Background: an optimization exercise with open tools, aiming at small area. Do not read the settings as production practice.
The RTL was checked by simulation tests, not by an equivalence proof against the original design.

==> design.v <==
module DCT_1D(in,out);
  input [63:0] in;
  output [63:0] out;
  wire [7:0] pixel [7:0];  
  wire signed [9:0] x07, x16, x25, x34, x0_7, x1_6, x2_5, x3_4;  
  assign pixel[7] = in[7:0];
  assign pixel[6] = in[15:8];
  assign pixel[5] = in[23:16];
  assign pixel[4] = in[31:24];
  assign pixel[3] = in[39:32];
  assign pixel[2] = in[47:40];
  assign pixel[1] = in[55:48];
  assign pixel[0] = in[63:56];
  assign x07 =  pixel[0] + pixel[7];
  assign x16 =  pixel[1] +  pixel[6];
  assign x25 =  pixel[2]  +  pixel[5];
  assign x34 =  pixel[3]  +  pixel[4];
  assign x0_7 =  pixel[0]  -  pixel[7];
  assign x1_6 =  pixel[1]  -  pixel[6];
  assign x2_5 =  pixel[2]  -  pixel[5];
  assign x3_4 =  pixel[3]  -  pixel[4];  
  wire signed [10:0] b1, b2, b3, b4;
  assign b1 = x07 + x34;
  assign b2 = x16 + x25;
  assign b3 = x07 - x34;
  assign b4 = x16 - x25;
    wire signed [11:0] c1, c2;
    assign c1 = b1 + b2;
    assign c2 = b1 - b2;
    wire signed [17:0] shift6_c1, shift6_c2;
    wire signed [16:0] shift5_c1, shift5_c2;
    wire signed [13:0] shift2_c1, shift2_c2;
      assign shift6_c1 = {c1, 6'b0};
      assign shift5_c1 = {c1, 5'b0};
      assign shift2_c1 = {c1, 2'b0};
      assign shift6_c2 = {c2, 6'b0};
      assign shift5_c2 = {c2, 5'b0};
      assign shift2_c2 = {c2, 2'b0};
    wire signed [18:0] z0, z4;
      assign z0 = shift6_c1 + shift5_c1 - shift2_c1 - c1;
      assign z4 = shift6_c2 + shift5_c2 - shift2_c2 - c2;
    wire signed [17:0] shift7_b3;
    wire signed [15:0] shift5_b3, shift5_b4;
    wire signed [14:0] shift4_b3, shift4_b4;
    wire signed [13:0] shift3_b3;
    wire signed [11:0] shift1_b3;
      assign shift7_b3 = {b3, 7'b0};
      assign shift5_b3 = {b3, 5'b0};
      assign shift4_b3 = {b3, 4'b0};
      assign shift3_b3 = {b3, 3'b0};
      assign shift1_b3 = {b3, 1'b0};
      assign shift5_b4 = {b4, 5'b0};
      assign shift4_b4 = {b4, 4'b0};
    wire signed [20:0] z2;
      assign z2 = shift7_b3 - shift4_b3 - shift1_b3  + shift5_b4 + shift4_b4 + b4;
      wire signed [16:0] shift7_x0_7, shift7_x1_6, shift7_x2_5;
        assign shift7_x0_7 = {x0_7, 7'b0};
        assign shift7_x1_6 = {x1_6, 7'b0};
        assign shift7_x2_5 = {x2_5, 7'b0};
      wire signed [15:0] shift6_x0_7, shift6_x1_6, shift6_x2_5, shift6_x3_4;
        assign shift6_x0_7 = {x0_7, 6'b0};
        assign shift6_x1_6 = {x1_6, 6'b0};
        assign shift6_x2_5 = {x2_5, 6'b0};
        assign shift6_x3_4 = {x3_4, 6'b0};
      wire signed [14:0] shift5_x0_7, shift5_x1_6, shift5_x3_4;
        assign shift5_x0_7 = {x0_7, 5'b0};
        assign shift5_x1_6 = {x1_6, 5'b0};
        assign shift5_x3_4 = {x3_4, 5'b0};
      wire signed [13:0] shift4_x1_6, shift4_x2_5, shift4_x3_4;
        assign shift4_x1_6 = {x1_6, 4'b0};
        assign shift4_x2_5 = {x2_5, 4'b0};
        assign shift4_x3_4 = {x3_4, 4'b0};
      wire signed [12:0] shift3_x0_7, shift3_x1_6, shift3_x2_5, shift3_x3_4;
        assign shift3_x0_7 = {x0_7, 3'b0};
        assign shift3_x1_6 = {x1_6, 3'b0};
        assign shift3_x2_5 = {x2_5, 3'b0};
        assign shift3_x3_4 = {x3_4, 3'b0};
      wire signed [10:0] shift1_x0_7, shift1_x1_6, shift1_x2_5, shift1_x3_4;
        assign shift1_x0_7 = {x0_7, 1'b0};
        assign shift1_x1_6 = {x1_6, 1'b0};
        assign shift1_x2_5 = {x2_5, 1'b0};
        assign shift1_x3_4 = {x3_4, 1'b0};
      wire signed [19:0] sharing1, sharing2;
        assign sharing1 = shift6_x0_7 + shift3_x0_7;
        assign sharing2 = shift6_x3_4 + shift3_x3_4;
      wire signed [19:0] c1x0_7, c1x1_6, c1x2_5;
        assign c1x0_7 = shift7_x0_7 - shift1_x0_7 ;
        assign c1x1_6 = shift7_x1_6 - shift1_x1_6 ;
        assign c1x2_5 = shift7_x2_5 - shift1_x2_5 ;
      wire signed [19:0] c3x0_7, c3x1_6, c3x3_4;
         assign c3x0_7 = sharing1 + shift5_x0_7 + shift1_x0_7;
         assign c3x1_6 = shift6_x1_6 + shift5_x1_6 + shift3_x1_6 + shift1_x1_6;
         assign c3x3_4 = sharing2 + shift5_x3_4; 
      wire signed [19:0] c5x0_7, c5x2_5, c5x3_4;
         assign c5x0_7 = sharing1;
         assign c5x2_5 = shift6_x2_5 + shift3_x2_5 - x2_5;
         assign c5x3_4 = sharing2 - x3_4;
      wire signed [19:0] c7x1_6, c7x2_5, c7x3_4;
         assign c7x1_6 = shift4_x1_6 + shift3_x1_6 + x1_6;
         assign c7x2_5 = shift4_x2_5 + shift3_x2_5;
         assign c7x3_4 = shift4_x3_4 + shift3_x3_4 + x3_4;
  wire signed [20:0] z1, z3, z5;
     assign z1 = c1x0_7 + c3x1_6 + c5x2_5 + c7x3_4;
     assign z3 = c3x0_7 - c7x1_6 - c1x2_5 - c5x3_4;
     assign z5 = c5x0_7 - c1x1_6 + c7x2_5 + c3x3_4;  
  assign out={z0[18:11],z1[18:11],z2[18:11],z3[18:11],z4[18:11],z5[18:11],16'b0}; 
endmodule
module DCT_2D(in,out, col0, col1);
  input [63:0] in;
  input col0, col1;  
  output reg [95:0] out;
  wire signed [7:0] pixel [7:0];  
  wire signed [10:0] x07, x16, x25, x34, x0_7, x1_6, x2_5, x3_4;  
  assign pixel[7] = in[7:0];
  assign pixel[6] = in[15:8];
  assign pixel[5] = in[23:16];
  assign pixel[4] = in[31:24];
  assign pixel[3] = in[39:32];
  assign pixel[2] = in[47:40];
  assign pixel[1] = in[55:48];
  assign pixel[0] = in[63:56];
  assign x07 =  pixel[0] + pixel[7];
  assign x16 =  pixel[1] +  pixel[6];
  assign x25 =  pixel[2]  +  pixel[5];
  assign x34 =  pixel[3]  +  pixel[4];
  assign x0_7 =  pixel[0]  -  pixel[7];
  assign x1_6 =  pixel[1]  -  pixel[6];
  assign x2_5 =  pixel[2]  -  pixel[5];
  assign x3_4 =  pixel[3]  -  pixel[4];
    wire signed [11:0] b1, b2, b3, b4;
    assign b1 = x07 + x34;
    assign b2 = x16 + x25;
    assign b3 = x07 - x34;
    assign b4 = x16 - x25;
    wire signed [12:0] c1, c2;
    assign c1 = b1 + b2;
    assign c2 = b1 - b2;
    wire signed [18:0] shift6_c1, shift6_c2;
    wire signed [17:0] shift5_c1, shift5_c2;
    wire signed [14:0] shift2_c1, shift2_c2;
      assign shift6_c1 = {c1, 6'b0};
      assign shift5_c1 = {c1, 5'b0};
      assign shift2_c1 = {c1, 2'b0};
      assign shift6_c2 = {c2, 6'b0};
      assign shift5_c2 = {c2, 5'b0};
      assign shift2_c2 = {c2, 2'b0};
    wire signed [19:0] z0, z4;
      assign z0 = shift6_c1 + shift5_c1 - shift2_c1 - c1;
      assign z4 = shift6_c2 + shift5_c2 - shift2_c2 - c2;
    wire signed [18:0] shift7_b3;
    wire signed [16:0] shift5_b3, shift5_b4;
    wire signed [15:0] shift4_b3, shift4_b4;
    wire signed [14:0] shift3_b3;
    wire signed [12:0] shift1_b3;
      assign shift7_b3 = {b3, 7'b0};
      assign shift5_b3 = {b3, 5'b0};
      assign shift4_b3 = {b3, 4'b0};
      assign shift3_b3 = {b3, 3'b0};
      assign shift1_b3 = {b3, 1'b0};
      assign shift5_b4 = {b4, 5'b0};
      assign shift4_b4 = {b4, 4'b0};
    wire signed [19:0] z2;
      assign z2 = shift7_b3 - shift4_b3 - shift1_b3  + shift5_b4 + shift4_b4 + b4;
    wire signed [17:0] shift7_x0_7, shift7_x1_6, shift7_x2_5;
      assign shift7_x0_7 = {x0_7, 7'b0};
      assign shift7_x1_6 = {x1_6, 7'b0};
      assign shift7_x2_5 = {x2_5, 7'b0};
    wire signed [16:0] shift6_x0_7, shift6_x1_6, shift6_x2_5, shift6_x3_4;
      assign shift6_x0_7 = {x0_7, 6'b0};
      assign shift6_x1_6 = {x1_6, 6'b0};
      assign shift6_x2_5 = {x2_5, 6'b0};
      assign shift6_x3_4 = {x3_4, 6'b0};
    wire signed [15:0] shift5_x0_7, shift5_x1_6, shift5_x3_4;
      assign shift5_x0_7 = {x0_7, 5'b0};
      assign shift5_x1_6 = {x1_6, 5'b0};
      assign shift5_x3_4 = {x3_4, 5'b0};
    wire signed [14:0] shift4_x1_6, shift4_x2_5, shift4_x3_4;
      assign shift4_x1_6 = {x1_6, 4'b0};
      assign shift4_x2_5 = {x2_5, 4'b0};
      assign shift4_x3_4 = {x3_4, 4'b0};
    wire signed [13:0] shift3_x0_7, shift3_x1_6, shift3_x2_5, shift3_x3_4;
      assign shift3_x0_7 = {x0_7, 3'b0};
      assign shift3_x1_6 = {x1_6, 3'b0};
      assign shift3_x2_5 = {x2_5, 3'b0};
      assign shift3_x3_4 = {x3_4, 3'b0};
    wire signed [11:0] shift1_x0_7, shift1_x1_6, shift1_x2_5, shift1_x3_4;
      assign shift1_x0_7 = {x0_7, 1'b0};
      assign shift1_x1_6 = {x1_6, 1'b0};
      assign shift1_x2_5 = {x2_5, 1'b0};
      assign shift1_x3_4 = {x3_4, 1'b0};
      wire signed [19:0] sharing1, sharing2;
        assign sharing1 = shift6_x0_7 + shift3_x0_7;
        assign sharing2 = shift6_x3_4 + shift3_x3_4;
      wire signed [19:0] c1x0_7, c1x1_6, c1x2_5;
        assign c1x0_7 = shift7_x0_7 - shift1_x0_7 ;
        assign c1x1_6 = shift7_x1_6 - shift1_x1_6 ;
        assign c1x2_5 = shift7_x2_5 - shift1_x2_5 ;
      wire signed [19:0] c3x0_7, c3x1_6, c3x3_4;
         assign c3x0_7 = sharing1 + shift5_x0_7 + shift1_x0_7;
         assign c3x1_6 = shift6_x1_6 + shift5_x1_6 + shift3_x1_6 + shift1_x1_6;
         assign c3x3_4 = sharing2 + shift5_x3_4; 
      wire signed [19:0] c5x0_7, c5x2_5, c5x3_4;
         assign c5x0_7 = sharing1;
         assign c5x2_5 = shift6_x2_5 + shift3_x2_5 - x2_5;
         assign c5x3_4 = sharing2 - x3_4;
      wire signed [19:0] c7x1_6, c7x2_5, c7x3_4;
         assign c7x1_6 = shift4_x1_6 + shift3_x1_6 + x1_6;
         assign c7x2_5 = shift4_x2_5 + shift3_x2_5;
         assign c7x3_4 = shift4_x3_4 + shift3_x3_4 + x3_4;
      wire signed [19:0] z1, z3, z5;
        assign z1 = c1x0_7 + c3x1_6 + c5x2_5 + c7x3_4;
        assign z3 = c3x0_7 - c7x1_6 - c1x2_5 - c5x3_4;
        assign z5 = c5x0_7 - c1x1_6 + c7x2_5 + c3x3_4;  
       always @ (*) begin
         if (col0) begin  
                      if (z1[15] != z1[14])
                        out = z1[15]?
                                    {z0[16:5],12'b1000_0000_0000,z2[14:3],z3[14:3],z4[14:3],z5[14:3],24'b0} :
                                     {z0[16:5],12'b0111_1111_1111,z2[14:3],z3[14:3],z4[14:3],z5[14:3],24'b0} ;
                      else
                        out = {z0[16:5],z1[14:3],z2[14:3],z3[14:3],z4[14:3],z5[14:3],24'b0};
         end
         else if (col1) begin  
                      if (z0[15] != z0[14])
                        out =z0[15]?
                        {12'b1000_0000_0000,z1[14:3],z2[14:3],z3[14:3],z4[14:3],z5[14:3],24'b0} :
                        {12'b0111_1111_1111,z1[14:3],z2[14:3],z3[14:3],z4[14:3],z5[14:3],24'b0};
                      else
                        out = {z0[14:3],z1[14:3],z2[14:3],z3[14:3],z4[14:3],z5[14:3],24'b0};
         end
         else
           out = {z0[14:3],z1[14:3],z2[14:3],z3[14:3],z4[14:3],z5[14:3],24'b0};
       end
endmodule
module TPmem_1 (
  input             i_clk,
  input             i_vmode,    
  input             i_vout,     
  input  [47:0]     i_data,     
  output [63:0]     o_data      
);
  reg [511:0] a;    
  genvar i, j;
  generate
    for (i = 0; i < 8; i = i + 1) begin : row
      for (j = 0; j < 8; j = j + 1) begin : col
        if (!(i < 2 && j < 2)) begin : cl
          wire [7:0] vin, hin;
          if (i == 0)
            assign vin = i_data[47-8*(7-j) -: 8];
          else if (i == 2 && j < 2)
            assign vin = hin;
          else
            assign vin = a[(8*(i-1)+j)*8 +: 8];
          if (j == 0)
            assign hin = i_data[47-8*(7-i) -: 8];
          else if (j == 2 && i < 2)
            assign hin = vin;
          else
            assign hin = a[(8*i+j-1)*8 +: 8];
          always @(posedge i_clk)
            a[(8*i+j)*8 +: 8] <= i_vmode ? vin : hin;
        end
      end
    end
  endgenerate
  genvar r;
  generate
    for (r = 0; r < 8; r = r + 1) begin : out
      assign o_data[63-8*r -: 8] = i_vout ? a[(8*7+7-r)*8 +: 8] : a[(8*(7-r)+7)*8 +: 8];
    end
  endgenerate
endmodule
module TPmem_2 (
  input             i_clk,
  input             i_en,
  input             i_hmode,    
  input             i_hout,     
  input  [71:0]     i_data,     
  output [71:0]     o_data      
);
  reg [431:0] a;    
  genvar i, j;
  generate
    for (i = 0; i < 6; i = i + 1) begin : row
      for (j = 0; j < 6; j = j + 1) begin : col
        wire [11:0] vin, hin;
        if (i == 0)
          assign vin = i_data[71-12*(5-j) -: 12];
        else
          assign vin = a[(6*(i-1)+j)*12 +: 12];
        if (j == 0)
          assign hin = i_data[71-12*(5-i) -: 12];
        else
          assign hin = a[(6*i+j-1)*12 +: 12];
        always @(posedge i_clk)
          if (i_en)
            a[(6*i+j)*12 +: 12] <= i_hmode ? hin : vin;
      end
    end
  endgenerate
  genvar h;
  generate
    for (h = 0; h < 6; h = h + 1) begin : out
      assign o_data[71-12*h -: 12] = i_hout ? a[(6*(5-h)+5)*12 +: 12] : a[(6*5+5-h)*12 +: 12];
    end
  endgenerate
endmodule
module counter1(count,clk,reset);
  input clk,reset;
  output reg [3:0]count;
  always @(posedge clk)
  begin
    if(~reset)
      count <= 4'd11;
    else
      count <= count + 1'b1;
  end
endmodule
module dct2d_top (clk, rst_n, pix_row, coef_row);
  input clk, rst_n;
  input  [63:0] pix_row;
  output [95:0] coef_row;
  wire [3:0]  ph;           
  wire [63:0] DCT1_out;
  wire [63:0] DCT2_in;
  wire [95:0] DCT2_out;
  wire [71:0] TP2_out;
  counter1 cnt(ph, clk, rst_n);
  wire q      = ph[3];
  wire active = (ph[2:1] != 2'b11);     
  DCT_1D DCT1(pix_row, DCT1_out);
  reg [47:0] d1, d2, d3, d4;
  always @(posedge clk) begin
    d1 <= DCT1_out[63:16];
    d2 <= d1;
    d3 <= d2;
    d4 <= d3;
  end
  TPmem_1 TP1(.i_clk(clk), .i_vmode(~q), .i_vout(~q), .i_data(d4), .o_data(DCT2_in));
  DCT_2D DCT2(DCT2_in, DCT2_out, ph[2:0] == 3'd0, ph[2:0] == 3'd1);
  TPmem_2 TP2(.i_clk(clk), .i_en(active), .i_hmode(q), .i_hout(q),
              .i_data(DCT2_out[95:24]), .o_data(TP2_out));
  assign coef_row = {active ? TP2_out : 72'b0, 24'b0};
endmodule
==> run.sh <==
#!/bin/bash
# synth_recipe.tcl (not shown) runs the flow's synth.tcl, then flattens the netlist and writes it again
# the make line also repeats each setting of config.mk as NAME=value (left out here)
make -C /OpenROAD-flow-scripts/flow DESIGN_CONFIG=/design/flow/config.mk WORK_HOME=/design/flow/orfs CLKGATE_MAP_FILE= SYNTH_SCRIPT=/design/flow/synth_recipe.tcl finish
==> config.mk <==
export PLATFORM = sky130hd
export DESIGN_NAME = dct2d_top
export DESIGN_NICKNAME = dct2d_top
export VERILOG_FILES = /design/flow/design.v
export SDC_FILE = /design/flow/constraint.sdc
export NUM_CORES = 4
export LEC_CHECK = 0
export CAP_MARGIN = 20
export CORE_MARGIN = 2
export CORE_UTILIZATION = 40
export SLEW_MARGIN = 20
==> constraint.sdc <==
create_clock -name core_clock -period 12.0 [get_ports {clk}]
set_input_delay 2.4000 -clock core_clock [delete_from_list [all_inputs] [get_ports {clk}]]
set_output_delay 2.4000 -clock core_clock [all_outputs]
set_load 0.01 [all_outputs]
==> notes.md, run 1 <==
----------------------------------------------------
[Status]
  Result of the run ... complete, no violations

[Global routing]
  Pin count of the biggest net entering global routing ... 160
  Number of antenna violations at the first check in global routing ... 4
  Remaining global-route overflow ... 0
  Vias in the first global route ... 47200
  First-pass GRT wire length ... 264000 um
  Tot GR Track Use ... around 18%

[Worst setup path]
  Critical path peak fanout ... 62
  Logic depth of the worst register-to-register path ... 27
  Worst Path Required ... 12.54 ns
  Termination of the worst setup path ... TP2.a[155]
  Timing startpoint of the critical path ... cnt.count[3]
  Critical path class ... reg2reg
  RR Startpoint ... cnt.count[3]
  Arrival time at the worst endpoint ... 10.94 ns
  Endpoint of the lowest-slack register-to-register path ... TP2.a[155]
  Crit. End Element ... register
  Crit start category ... register
  R2r setup slk ... about 1.6 ns

[Cells and area]
  Register area ... 0.0262 mm2
  Fraction of layout instances using a drive strength above 1 ... ~16%
  Filler instances ... 16800
  Most common cell after layout, fill and taps aside ... sky130_fd_sc_hd__inv_1
  Highest-count cells in the layout ignoring fill and taps ... 1028 x sky130_fd_sc_hd__inv_1, 782 x sky130_fd_sc_hd__mux2_2, 659 x sky130_fd_sc_hd__dfxtp_1
  Signed area change from the synthesized netlist to the final layout ... 10.6%
  Final #Nets ... 7787
  Total area of multi-input combinational cells ... 0.0419 mm2
  Final instance count without filler cells ... 8970

[Synth]
  Mapped Cells ... ~6400
  Proportion of synthesized chip area in sequential cells ... 36.0%
  Primary FF master, synth ... sky130_fd_sc_hd__dfxtp_1
  Post-Synthesis Mean Instance Area ... 11.4 um2
  Unique cell type count in the Yosys netlist ... 86
  Total of flip-flops plus latches after synthesis ... 1092
  Synthesized cell area ... 0.0726 mm2
  Dominant cells by area after synthesis ... sky130_fd_sc_hd__dfxtp_1 18%, sky130_fd_sc_hd__edfxtp_1 18%, sky130_fd_sc_hd__fa_1 16%, sky130_fd_sc_hd__mux2_2 12%, sky130_fd_sc_hd__ha_1 11%
  Proportion of netlist area held by the largest area contributor ... ~18%
  Synthesis Warnings ... 6
  Count of flip-flops with a built-in enable after synthesis ... ~430
  Post-synth top area cell ... sky130_fd_sc_hd__dfxtp_1
  Share of flip-flops with an asynchronous set or reset after synthesis ... 0%

[Drt]
  DR DRC count ... 0
  Overall via count from detail_route ... 44100
  Number of design-rule violations left by the first detailed-router iteration ... between 2000 and 2500
  Total length of routed wires ... about 170000 um
  Number of optimization iterations in the first detailed-route pass ... 5
  Antenna-violating nets left ... 0
  Average vias per placed instance ... approximately 4.9
  Wirelength per Cell ... 18.7 um

[Clocking]
  Quantity of hold-fixing buffers added after cts ... 0
  TritonCTS clock tree ... yes
  Post-cts repair resize count ... 0
  Setup bufs post-CTS ... 0
  Buffers from clock root to sink, at most ... 3
  Clock network latency to the later pin of the worst-skew pair ... 0.76 ns
  H-tree Lvls ... 3
  Number of buffers added by the clock tree synthesis step ... 107
  Master cell of the clock root buffer ... sky130_fd_sc_hd__clkbuf_16
  Clk pin slew, worst setup/hold paths ... 0.06 ns
  Total number of clock tree sinks ... 1092

[Timing]
  Crit share post-route ... 86.7%
  Smallest hold slack ... 0.323 ns
  Count of final setup violators ... 0
  Number of max-slew violations in the final report ... 0
  Worst-Margin Slew ... 1.08 ns
  Timing-limited maximum frequency ... 96.1 MHz
  Min cycle time layout ... 10.40 ns
  Final TNS setup ... 0 ns
  Fin. Hold Viols ... 0
  RSZ-0062 raised after global routing ... false
  Max_slew headroom ... between 20% and 30%
  Worst clock skew on the final layout ... 0.0756 ns

[Floorplanning]
  Height of the chip ... 430 um
  Die outline width ... roughly 430 um
  Io pins ... 162
  Initial Utilization ... 40.2%
  Row cnt ... 156
  Die footprint ... roughly 0.19 mm2
  Area of the core ... 0.181 mm2

[Placement]
  Number of placed instances with taps included ... 8779
  Routability congestion estimate from global placement ... between 0.9 and 1
  Port Buf Inserts ... 137
  Detailed placer's ending HPWL ... roughly 140000 um

[Hold path]
  Worst hold path class ... reg2reg

[Run]
  Max-cap violations ... 0

----------------------------------------------------
-- worst min-delay path by stage --
stage,from,endpoint,slack [ns],depth (start not counted)
global placement,d1[27],d2[27],0.31,0
global route,d2[9],d3[9],0.32,0
detailed placement,d1[29],d2[29],0.31,0
finish,d3[28],d4[28],0.32,0
CTS,d2[9],d3[9],0.32,0
floorplan,d4[0],TP1.a[128],0.31,0
-- per-stage QoR --
step,setup WS (ns),instance area [um2],utilization [%]
2_1_floorplan,0.687,72700,-
3_3_place_gp,1.43,76800,42.6
3_5_place_dp,1.33,76800,42.6
4_1_cts,1.56,80300,44.5
5_1_grt,0.849,80300,44.5
6_report,1.60,80300,44.5
-- state kept, by name, summed over array words and instances, names as in the netlist --
name / count
TP1.a: 464
TP2.a: 432
d1: 48
d2: 48
d3: 48
d4: 48
cnt.count: 4
-- final cells by class --
type,count,share of cell area (%)
antenna,4,0.0125
clock buffer,144,3.70
clock inverter,43,0.633
inverter,1031,4.83
multi-input combinational,4078,52.1
sequential,1092,32.6
tap,2370,3.69
timing repair buffer,208,2.40
-- cells in the mapped netlist, types with 23 or more instances --
| library cell | n |
|---|---|
| sky130_fd_sc_hd__inv_1 | 1030 |
| sky130_fd_sc_hd__or3_1 | 25 |
| sky130_fd_sc_hd__buf_4 | 24 |
| sky130_fd_sc_hd__dfxtp_1 | 660 |
| sky130_fd_sc_hd__ha_1 | 634 |
| sky130_fd_sc_hd__xor2_1 | 121 |
| sky130_fd_sc_hd__nand2_1 | 154 |
| sky130_fd_sc_hd__fa_1 | 569 |
| sky130_fd_sc_hd__nand2b_1 | 23 |
| sky130_fd_sc_hd__o21a_1 | 27 |
| sky130_fd_sc_hd__a31oi_1 | 28 |
| sky130_fd_sc_hd__o21ai_0 | 150 |
| sky130_fd_sc_hd__a21o_1 | 72 |
| sky130_fd_sc_hd__a21oi_1 | 282 |
| sky130_fd_sc_hd__nor2b_1 | 41 |
| sky130_fd_sc_hd__o21bai_1 | 131 |
| sky130_fd_sc_hd__and2_1 | 27 |
| sky130_fd_sc_hd__mux2i_1 | 102 |
| sky130_fd_sc_hd__nand3_1 | 38 |
| sky130_fd_sc_hd__nor2_1 | 246 |
| sky130_fd_sc_hd__edfxtp_1 | 432 |
| sky130_fd_sc_hd__mux2_2 | 782 |
| sky130_fd_sc_hd__clkbuf_1 | 151 |
| sky130_fd_sc_hd__xnor2_1 | 310 |
| sky130_fd_sc_hd__nor3_1 | 46 |
-- cells by family (layout without fill, tap and decap cells) --
group / count (synthesis) / count (layout) / share of synthesized area (%)
AO/OA/AOI/OAI: 860 / 860 / 7.64
AND/OR/NAND/NOR: 670 / 670 / 4.33
buffers and inverters: 1226 / 1426 / 6.47
other: 1 / 28 / 0.00516
XOR/XNOR: 436 / 436 / 5.35
flip-flops: 1092 / 1092 / 36.0
adder cells (fa/ha/maj): 1203 / 1203 / 26.6
multiplexers: 885 / 885 / 13.5
-- worst max-delay path: stages, from the launching register on --
cell and delay (ns):
sky130_fd_sc_hd__dfxtp_4 0.67, sky130_fd_sc_hd__buf_4 0.69, sky130_fd_sc_hd__buf_4 0.55, sky130_fd_sc_hd__mux2i_1 0.63, sky130_fd_sc_hd__ha_1 0.37, sky130_fd_sc_hd__a21oi_1 0.13
sky130_fd_sc_hd__o21bai_1 0.11, sky130_fd_sc_hd__a21o_1 0.20, sky130_fd_sc_hd__a21o_1 0.24, sky130_fd_sc_hd__xor2_1 0.45, sky130_fd_sc_hd__ha_1 0.37, sky130_fd_sc_hd__a21oi_1 0.23
sky130_fd_sc_hd__o21bai_1 0.09, sky130_fd_sc_hd__a21oi_1 0.23, sky130_fd_sc_hd__xnor2_1 0.25, sky130_fd_sc_hd__fa_1 0.50, sky130_fd_sc_hd__fa_1 0.50, sky130_fd_sc_hd__fa_1 0.53
sky130_fd_sc_hd__fa_1 0.63, sky130_fd_sc_hd__fa_1 0.44, sky130_fd_sc_hd__ha_1 0.40, sky130_fd_sc_hd__and3_1 0.20, sky130_fd_sc_hd__o311a_1 0.12, sky130_fd_sc_hd__a2111oi_2 0.70
sky130_fd_sc_hd__o21bai_1 0.12, sky130_fd_sc_hd__a21oi_1 0.23, sky130_fd_sc_hd__xnor3_1 0.36, sky130_fd_sc_hd__o21ai_0 0.16
-- layer usage --
metal / part of all wire [%] / vias up / wire (um) / GRT usage (%)
li1: - / 21600 / - / -
met1: 41 / 21600 / 68700 / 21.2
met2: 52 / 693 / 87300 / 34.0
met3: 3.0 / 256 / 5050 / 2.16
met4: 4.2 / 2 / 6990 / 7.39
met5: 0.0077 / - / 13 / 0
==> run 2, diff against run 1 <==
--- a/design.v
+++ b/design.v
@@ -236,38 +236,25 @@
   input             i_clk,
-  input             i_vmode,    
-  input             i_vout,     
-  input  [47:0]     i_data,     
-  output [63:0]     o_data      
+  input      [7:0]  i_sel,      
+  input      [47:0] i_data,     
+  output reg [63:0] o_data      
 );
-  reg [511:0] a;    
-  genvar i, j;
-  generate
-    for (i = 0; i < 8; i = i + 1) begin : row
-      for (j = 0; j < 8; j = j + 1) begin : col
-        if (!(i < 2 && j < 2)) begin : cl
-          wire [7:0] vin, hin;
-          if (i == 0)
-            assign vin = i_data[47-8*(7-j) -: 8];
-          else if (i == 2 && j < 2)
-            assign vin = hin;
-          else
-            assign vin = a[(8*(i-1)+j)*8 +: 8];
-          if (j == 0)
-            assign hin = i_data[47-8*(7-i) -: 8];
-          else if (j == 2 && i < 2)
-            assign hin = vin;
-          else
-            assign hin = a[(8*i+j-1)*8 +: 8];
-          always @(posedge i_clk)
-            a[(8*i+j)*8 +: 8] <= i_vmode ? vin : hin;
-        end
-      end
-    end
-  endgenerate
-  genvar r;
+  genvar h;
   generate
-    for (r = 0; r < 8; r = r + 1) begin : out
-      assign o_data[63-8*r -: 8] = i_vout ? a[(8*7+7-r)*8 +: 8] : a[(8*(7-r)+7)*8 +: 8];
+    for (h = 0; h < 6; h = h + 1) begin : lane
+      reg [8*(14+h)-1:0] q;
+      always @(posedge i_clk)
+        q <= {q[8*(13+h)-1:0], i_data[47-8*h -: 8]};
     end
   endgenerate
+  integer r;
+  always @(*) begin
+    for (r = 0; r < 8; r = r + 1)
+      o_data[63-8*r -: 8] =
+          ({8{i_sel[0]}} & lane[0].q[8*(14+0-r)-1 -: 8])
+        | ({8{i_sel[1]}} & lane[1].q[8*(14+1-r)-1 -: 8])
+        | ({8{i_sel[2]}} & lane[2].q[8*(14+2-r)-1 -: 8])
+        | ({8{i_sel[3]}} & lane[3].q[8*(14+3-r)-1 -: 8])
+        | ({8{i_sel[4]}} & lane[4].q[8*(14+4-r)-1 -: 8])
+        | ({8{i_sel[5]}} & lane[5].q[8*(14+5-r)-1 -: 8]);
+  end
 endmodule
@@ -275,34 +262,25 @@
   input             i_clk,
-  input             i_en,
-  input             i_hmode,    
-  input             i_hout,     
-  input  [71:0]     i_data,     
-  output [71:0]     o_data      
+  input      [7:0]  i_sel,      
+  input      [71:0] i_data,     
+  output reg [71:0] o_data      
 );
-  reg [431:0] a;    
-  genvar i, j;
+  genvar k;
   generate
-    for (i = 0; i < 6; i = i + 1) begin : row
-      for (j = 0; j < 6; j = j + 1) begin : col
-        wire [11:0] vin, hin;
-        if (i == 0)
-          assign vin = i_data[71-12*(5-j) -: 12];
-        else
-          assign vin = a[(6*(i-1)+j)*12 +: 12];
-        if (j == 0)
-          assign hin = i_data[71-12*(5-i) -: 12];
-        else
-          assign hin = a[(6*i+j-1)*12 +: 12];
-        always @(posedge i_clk)
-          if (i_en)
-            a[(6*i+j)*12 +: 12] <= i_hmode ? hin : vin;
-      end
-    end
-  endgenerate
-  genvar h;
-  generate
-    for (h = 0; h < 6; h = h + 1) begin : out
-      assign o_data[71-12*h -: 12] = i_hout ? a[(6*(5-h)+5)*12 +: 12] : a[(6*5+5-h)*12 +: 12];
+    for (k = 0; k < 6; k = k + 1) begin : lane
+      reg [12*(6+k)-1:0] q;
+      always @(posedge i_clk)
+        q <= {q[12*(5+k)-1:0], i_data[71-12*k -: 12]};
     end
   endgenerate
+  integer h;
+  always @(*) begin
+    for (h = 0; h < 6; h = h + 1)
+      o_data[71-12*h -: 12] =
+          ({12{i_sel[0]}} & lane[0].q[12*(6+0-h)-1 -: 12])
+        | ({12{i_sel[1]}} & lane[1].q[12*(6+1-h)-1 -: 12])
+        | ({12{i_sel[2]}} & lane[2].q[12*(6+2-h)-1 -: 12])
+        | ({12{i_sel[3]}} & lane[3].q[12*(6+3-h)-1 -: 12])
+        | ({12{i_sel[4]}} & lane[4].q[12*(6+4-h)-1 -: 12])
+        | ({12{i_sel[5]}} & lane[5].q[12*(6+5-h)-1 -: 12]);
+  end
 endmodule
@@ -310,3 +288,3 @@
   input clk,reset;
-  output reg [3:0]count;
+  output reg [2:0]count;
   always @(posedge clk)
@@ -314,3 +292,3 @@
     if(~reset)
-      count <= 4'd11;
+      count <= 3'd1;
     else
@@ -323,3 +301,3 @@
   output [95:0] coef_row;
-  wire [3:0]  ph;           
+  wire [2:0]  ph;           
   wire [63:0] DCT1_out;
@@ -329,17 +307,9 @@
   counter1 cnt(ph, clk, rst_n);
-  wire q      = ph[3];
-  wire active = (ph[2:1] != 2'b11);     
+  wire [7:0] col_sel = 8'b1 << ph;                  
+  wire [7:0] row_sel = 8'b1 << (ph + 3'd2);         
   DCT_1D DCT1(pix_row, DCT1_out);
-  reg [47:0] d1, d2, d3, d4;
-  always @(posedge clk) begin
-    d1 <= DCT1_out[63:16];
-    d2 <= d1;
-    d3 <= d2;
-    d4 <= d3;
-  end
-  TPmem_1 TP1(.i_clk(clk), .i_vmode(~q), .i_vout(~q), .i_data(d4), .o_data(DCT2_in));
-  DCT_2D DCT2(DCT2_in, DCT2_out, ph[2:0] == 3'd0, ph[2:0] == 3'd1);
-  TPmem_2 TP2(.i_clk(clk), .i_en(active), .i_hmode(q), .i_hout(q),
-              .i_data(DCT2_out[95:24]), .o_data(TP2_out));
-  assign coef_row = {active ? TP2_out : 72'b0, 24'b0};
+  TPmem_1 TP1(.i_clk(clk), .i_sel(col_sel), .i_data(DCT1_out[63:16]), .o_data(DCT2_in));
+  DCT_2D DCT2(DCT2_in, DCT2_out, col_sel[0], col_sel[1]);
+  TPmem_2 TP2(.i_clk(clk), .i_sel(row_sel), .i_data(DCT2_out[95:24]), .o_data(TP2_out));
+  assign coef_row = {TP2_out, 24'b0};
 endmodule
==> notes.md, run 2 <==
----------------------------------------------------
[Status]
  Result of the run ... complete, no violations

[Clocking]
  Clock network latency to the later pin of the worst-skew pair ... 0.77 ns (about the same)
  Quantity of hold-fixing buffers added after cts ... 0 (unchanged)
  Setup bufs post-CTS ... 0 (unchanged)
  Master cell of the clock root buffer ... sky130_fd_sc_hd__clkbuf_16
  TritonCTS clock tree ... yes
  H-tree Lvls ... 4 (+1)
  Buffers from clock root to sink, at most ... 3 (unchanged)
  Post-cts repair resize count ... 0 (unchanged)
  Clk pin slew, worst setup/hold paths ... 0.06 ns (about the same)
  Total number of clock tree sinks ... 1407 (+29%)
  Number of buffers added by the clock tree synthesis step ... 134 (+25%)

[Worst setup path]
  Crit. End Element ... register
  Cell type of the slowest stage on the worst timing path ... sky130_fd_sc_hd__dfxtp_4
  Worst Path Required ... 12.67 ns (+0.13 ns)
  Critical path class ... reg2reg
  Crit start category ... register
  Arrival time at the worst endpoint ... 11.63 ns (+0.69 ns)
  R2r setup slk ... 1.04 ns (-0.56 ns)
  Critical path peak fanout ... 43 (-31%)
  Largest stage delay, worst path ... 0.75 ns (+0.05 ns)
  Endpoint of the lowest-slack register-to-register path ... TP2.lane[1].q[1]
  RR Startpoint ... cnt.count[2]
  Logic depth of the worst register-to-register path ... 35 (+30%)

[Cells and area]
  Total area of multi-input combinational cells ... 0.0356 mm2 (-15%)
  Max FFs per register ... 792 (+71%)
  Largest registers ... TP1.lane.q x792, TP2.lane.q x612, cnt.count x3
  Most common cell after layout, fill and taps aside ... sky130_fd_sc_hd__dfxtp_1
  Final #Nets ... 7672 (-1.5%)
  Register area ... 0.0282 mm2 (+7.6%)
  Highest-count cells in the layout ignoring fill and taps ... 1406 x sky130_fd_sc_hd__dfxtp_1, 1065 x sky130_fd_sc_hd__inv_1, 634 x sky130_fd_sc_hd__ha_1
  Signed area change from the synthesized netlist to the final layout ... 12.7%
  Filler instances ... 15600 (-6.7%)
  Final design instance area without fill ... 0.0770 mm2 (-4.1%)
  Fraction of layout instances using a drive strength above 1 ... 7.94% (-8.0 points)
  Top register by number of flip-flops ... TP1.lane.q

[Synth]
  Most common cell in the synthesized netlist ... sky130_fd_sc_hd__dfxtp_1
  Dominant cells by area after synthesis ... sky130_fd_sc_hd__dfxtp_1 41%, sky130_fd_sc_hd__fa_1 17%, sky130_fd_sc_hd__ha_1 12%, sky130_fd_sc_hd__inv_1 5.9%, sky130_fd_sc_hd__xnor2_1 4.3%
  Proportion of synthesized chip area in sequential cells ... 41.2% (+5.2 points)
  Mapped Cells ... 6200 (-2.7%)
  Top cells by instance count after synthesis ... 1407 x sky130_fd_sc_hd__dfxtp_1, 1065 x sky130_fd_sc_hd__inv_1, 639 x sky130_fd_sc_hd__ha_1
  Count of flip-flops with a built-in enable after synthesis ... 0 (-100%)
  Synthesized cell area ... 0.0683 mm2 (-5.9%)
  Proportion of netlist area held by the largest area contributor ... 41.2% (+23 points)
  Post-Synthesis Mean Instance Area ... 11.0 um2 (-3.3%)
  Total of flip-flops plus latches after synthesis ... 1407 (+29%)
  Share of flip-flops with an asynchronous set or reset after synthesis ... 0% (unchanged)
  Primary FF master, synth ... sky130_fd_sc_hd__dfxtp_1
  Synthesis Warnings ... 5 (-1)
  Unique cell type count in the Yosys netlist ... 74 (-14%)
  Post-synth top area cell ... sky130_fd_sc_hd__dfxtp_1

[Timing]
  Count of final setup violators ... 0 (unchanged)
  Number of max-slew violations in the final report ... 0 (unchanged)
  Worst clock skew on the final layout ... 0.0418 ns (-0.0338 ns)
  Max_slew headroom ... 29.4% (+1.6 points)
  Worst-Margin Slew ... 1.05 ns (-0.0241 ns)
  Final TNS setup ... 0 ns (unchanged)
  RSZ-0062 raised after global routing ... false
  Min cycle time layout ... 10.96 ns (+0.557 ns)
  Crit share post-route ... 91.3% (+4.6 points)
  Fin. Hold Viols ... 0 (unchanged)
  Timing-limited maximum frequency ... 91.3 MHz (-5.1%)

[Floorplanning]
  Row cnt ... 151 (-3.2%)
  Die footprint ... 0.174 mm2 (-5.9%)
  Die outline width ... 417 um (-3.0%)
  Initial Utilization ... 40.3% (+0.086 points)
  Height of the chip ... 417 um (-3.0%)
  Io pins ... 162 (unchanged)
  Area of the core ... 0.169 mm2 (-6.1%)

[Hold path]
  Number of cells on the worst hold path ... 0 (unchanged)
  Worst hold path class ... reg2reg
  Endpoint of the worst hold-timing path ... TP2.lane[3].q[29]
  Hold wc startpoint ... TP2.lane[3].q[17]

[Drt]
  DR DRC count ... 0 (unchanged)
  Antenna-violating nets left ... 0 (unchanged)
  Total length of routed wires ... 155000 um (-7.6%)
  Overall via count from detail_route ... 41700 (-5.6%)
  Number of design-rule violations left by the first detailed-router iteration ... 2261 (+5.5%)
  Wirelength per Cell ... 17.8 um (-4.9%)
  Number of optimization iterations in the first detailed-route pass ... 10 (+5)
  Average vias per placed instance ... 4.78 (-2.9%)

[Placement]
  Port Buf Inserts ... 137 (unchanged)
  Routability congestion estimate from global placement ... 0.906 (-2.0%)
  Detailed placer's ending HPWL ... 124000 um (-8.6%)
  Placed cell areas ... 0.0724 mm2 (-5.7%)

[Global routing]
  Tot GR Track Use ... 18.1% (-0.18 points)
  Number of antenna violations at the first check in global routing ... 3 (-1)
  Vias in the first global route ... 43700 (-7.5%)
  Remaining global-route overflow ... 0 (unchanged)
  First-pass GRT wire length ... 245000 um (-7.3%)
  Pin count of the biggest net entering global routing ... 73 (-54%)

[Run]
  Max-cap violations ... 0 (unchanged)

----------------------------------------------------
run 2: changes by cell type in the layout (fill, tap and decap cells not counted), moves of 25 or more:
| cell | previous run | this run |
|---|---|---|
| sky130_fd_sc_hd__nor2_1 | 246 | 181 |
| sky130_fd_sc_hd__nand2_1 | 154 | 298 |
| sky130_fd_sc_hd__dfxtp_1 | 659 | 1406 |
| sky130_fd_sc_hd__o21ai_0 | 150 | 81 |
| sky130_fd_sc_hd__edfxtp_1 | 432 | 0 |
| sky130_fd_sc_hd__a222oi_1 | 0 | 61 |
| sky130_fd_sc_hd__inv_1 | 1028 | 1065 |
| sky130_fd_sc_hd__clkbuf_16 | 109 | 134 |
| sky130_fd_sc_hd__nand3_1 | 38 | 101 |
| sky130_fd_sc_hd__mux2i_1 | 102 | 5 |
| sky130_fd_sc_hd__a22oi_1 | 3 | 159 |
| sky130_fd_sc_hd__mux2_2 | 782 | 183 |
run 2: metal layers:
| metal | track usage [%] | routed length [um] |
|---|---|---|
| met1 | 22.5 | 67800 |
| met4 | 4.84 | 3520 |
| met3 | 2.30 | 5020 |
| met5 | 0 | 0 |
| met2 | 32.8 | 79000 |
run 2: per-stage QoR:
stage	setup WS, ns	hold slack [ns]	instances	util [%]
after floorplan	2.08	0.310	6224	-
after CTS	1.07	0.293	8719	45.4
after detailed placement	1.07	0.312	8484	42.7
after global routing	0.361	0.310	8721	45.4
after global placement	1.23	0.310	8484	42.7
final	1.04	0.294	8722	45.4
run 2: how the worst max path moves through the flow:
| stage | startpoint | to | slack (ns) | cells after the start |
|---|---|---|---|---|
| 6_report | cnt.count[2] | TP2.lane[1].q[1] | 1.04 | 35 |
| 5_1_grt | cnt.count[2] | TP2.lane[1].q[0] | 0.36 | 33 |
| 4_1_cts | cnt.count[2] | TP2.lane[1].q[0] | 1.07 | 35 |
| 3_5_place_dp | pix_row[17] | TP1.lane[3].q[7] | 1.07 | 29 |
| 3_3_place_gp | pix_row[56] | TP1.lane[1].q[4] | 1.23 | 34 |
| 2_1_floorplan | cnt.count[2] | TP2.lane[1].q[1] | 2.08 | 36 |
run 2: cells by family (layout without fill, tap and decap cells):
group                    after synthesis  after routing  synth area share (%)
other                                  1             28               0.00549
adder cells (fa/ha/maj)             1204           1204                  28.3
multiplexers                         188            188                  3.09
buffers and inverters               1225           1502                  6.90
AO/OA/AOI/OAI                        950            950                  9.61
XOR/XNOR                             436            436                  5.64
AND/OR/NAND/NOR                      789            789                  5.28
flip-flops                          1407           1407                  41.2
run 2: cell type report:
class,count,share of cell area (%)
Multi-Input combinational cell,3592,46.3
Sequential cell,1407,36.6
Inverter,1066,5.20
Clock buffer,180,4.91
Tap cell,2218,3.61
Timing Repair Buffer,201,2.41
Clock inverter,55,1.02
Antenna cell,3,0.00975
run 2: critical path: cells and delay by family (launching register included):
family                   cells  cell delay (ns)
AO/OA/AOI/OAI                9             2.34
XOR/XNOR                     2             0.69
adder cells (fa/ha/maj)     10             4.71
buffers and inverters        7             1.09
flip-flops                   1             0.75
multiplexers                 1             0.60
AND/OR/NAND/NOR              6             0.62

port drivers added, routing unchanged:
How much do the figures lean on ideal ports? The routed layouts below were timed once more, with nothing changed but the port constraints.
Step 1, drivers: a clkbuf_16 drives clk and a buf_2 each remaining input, both assumed.
Step 2 moves the port delays by t, midway between the first and last clock arrival at a register: inputs arrive t later, outputs are due t later. That takes back most of the time a late clock gives input paths.
Three values: ideal, step 1, step 2; two values: the first two.
run	shift t [ns]	setup WS [ns]	slew at the worst register clock pin (ns)	worst slew at a driven data input, ns	cell pins on the clock port's net
run 1	0.805	1.599 / 1.599 / 1.336	0.08 / 0.08	0.11	1
run 2	0.824	1.042 / 1.042 / 1.042	0.08 / 0.08	0.09	1
After both steps every run listed still meets setup and hold. For run 1, which loses most, drivers alone change the setup slack by 0.000 ns; drivers and shift together by -0.263 ns.
